Background: an optimization exercise with open tools, aiming at small area. Do not read the settings as production practice. The RTL was checked by simulation tests, not by an equivalence proof against the original design. No driver is modelled on the clock port, so clocking that relies on it looks cheaper here than on a real chip.

Setup of before:
==> flow/design.v (excerpt) <==
module FIR_low_pass_filter(
	input clk,
	input rst,
	input [7:0]FIR_IN,
	output reg [16:0]FIR_OUT
);
reg [7:0] d0;
reg [7:0] d1;
reg [7:0] d2;
reg [7:0] d3;
reg [7:0] d4;
reg [7:0] d5;
reg [7:0] d6;
reg [7:0] d7;
reg [7:0] d8;
reg [8:0] r;
wire [8:0] r_next;
always @(posedge clk or negedge rst)
	if (!rst) begin
		d0 <= 8'b0;
		d1 <= 8'b0;
		d2 <= 8'b0;
		d3 <= 8'b0;
		d4 <= 8'b0;
		d5 <= 8'b0;
		d6 <= 8'b0;
		d7 <= 8'b0;
		d8 <= 8'b0;
		r <= 9'b0;
	end else begin
		d0 <= FIR_IN;
		d1 <= d0;
		d2 <= d1;
		d3 <= d2;
		d4 <= d3;
		d5 <= d4;
		d6 <= d5;
		d7 <= d6;
		d8 <= d7;
		r <= r_next;
	end
wire w1;
wire w2;
wire w4;
wire w5;
wire w7;
wire w8;
wire w10;
wire w11;
wire w13;
wire w14;
wire w16;
wire w17;
wire w19;
wire w20;
wire w22;
wire w23;
wire w25;
wire w26;
wire w28;
wire w29;
wire w31;
wire w32;
wire w34;
wire w35;
wire w37;
wire w38;
wire w40;
wire w41;
wire w43;
wire w45;
wire w47;
wire w49;
wire w51;
wire w53;
wire w55;
wire w56;
wire w58;
wire w60;
wire w62;
wire w64;
wire w65;
wire w67;
wire w68;
wire w70;
wire w71;
wire w73;
wire w74;
wire w76;
wire w78;
wire w80;
wire w82;
wire w84;
wire w86;
wire w88;
wire w89;
wire w91;
wire w93;
wire w95;
wire w97;
wire w99;
wire w101;
wire w103;
wire w104;
wire w106;
wire w108;
wire w110;
wire w112;
wire w113;
wire w115;
wire w116;
wire w118;
wire w120;
wire w122;
wire w124;
wire w126;
wire w128;
wire w130;
wire w131;
wire w133;
wire w135;
wire w137;
wire w139;
wire w141;
wire w143;
wire w145;
wire w146;
wire w148;
wire w150;
wire w152;
wire w154;
wire w156;
wire w158;
wire w160;
wire w161;
wire w163;
wire w165;
wire w167;
wire w169;
wire w170;
wire w172;
wire w173;
wire w175;
wire w176;
  ...
Settings: LEC_CHECK=0, CAP_MARGIN=20, CORE_MARGIN=2, CORE_UTILIZATION=40, CTS_BUF_LIST=sky130_fd_sc_hd__clkbuf_8, SLEW_MARGIN=20, SYNTH_HIERARCHICAL=1, SYNTH_MINIMUM_KEEP_SIZE=0; clock period 7.0 ns.
standard.sh (not shown) runs the stock make flow with config.mk's settings and CLKGATE_MAP_FILE= SYNTH_SCRIPT=/design/flow/synth_recipe.tcl, a recipe that flattens the netlist after the stock synthesis.
==> flow/flow/run.sh <==
#!/bin/bash
set -euo pipefail
HERE=$(pwd)
bash standard.sh synth > synth.log 2>&1
bash standard.sh \
  BUFFER_PORTS_ARGS="-buffer_cell sky130_fd_sc_hd__buf_1" \
  PRE_CTS_TCL="$HERE/flow/pre_cts.tcl" \
  CTS_ARGS="-sink_clustering_enable -repair_clock_nets -dont_use_dummy_load -buf_list sky130_fd_sc_hd__clkbuf_8" \
  finish > layout.log 2>&1
==> flow/flow/pre_cts.tcl <==
set_max_fanout 49 [current_design]
Here is what was changed in the inputs of after compared with before.
==> flow/flow/run.sh <==
#!/bin/bash
# Own layout flow: the standard flow (standard.sh) with synthesis unchanged and
# two layout settings changed: the ports are buffered with sky130_fd_sc_hd__buf_1
# instead of the default buffer, and CTS inserts no dummy loads (clock buffers
# clkbuf_8 as in config.mk). Each step's full output goes to its own log file here.
set -euo pipefail
bash standard.sh synth > synth.log 2>&1
bash standard.sh \
  BUFFER_PORTS_ARGS="-buffer_cell sky130_fd_sc_hd__buf_1" \
  CTS_ARGS="-sink_clustering_enable -repair_clock_nets -dont_use_dummy_load -buf_list sky130_fd_sc_hd__clkbuf_8" \
  finish > layout.log 2>&1
removed: flow/flow/pre_cts.tcl
Findings:
after completed; timing, DRC and antenna clean
Comparing after against before, there is no change at all in clock-buffer cell count.
As far as inverter count goes, after and before are indistinguishable; the numbers are identical.
Proportion of cell area occupied by registers (lower): before
Setup slack: after more than before
For maximum frequency, after and before come out practically identical.
In the metrics for after and before, the one carrying the higher multi-input logic portion of the cell area is after.
Cells: after has fewer instances than before

## port drivers added, routing unchanged
The results above use ideal ports. As a check the final layouts listed here were re-extracted and re-timed, cells and wires unchanged.
Step 1: set_driving_cell puts a clkbuf_16 on clk and a buf_2 on each other input, an assumption about the parent block.
Step 2 adds t to the input delays and takes it off the output delays; t is the mean of the earliest and latest rising clock arrival at the registers after step 1. Input paths then give back, and output paths get back, about the clock's delay inside the block.
a / b / c = ideal / step 1 / step 2; a / b = the first two.
| run | t, ns | setup slack, ns | worst data-port slew with drivers (ns) |
|---|---|---|---|
| before | 0.404 | 0.375 / 0.375 / 0.375 | 0.03 |
| after | 0.402 | 0.384 / 0.384 / 0.384 | 0.03 |
After both steps every run listed still meets setup and hold.
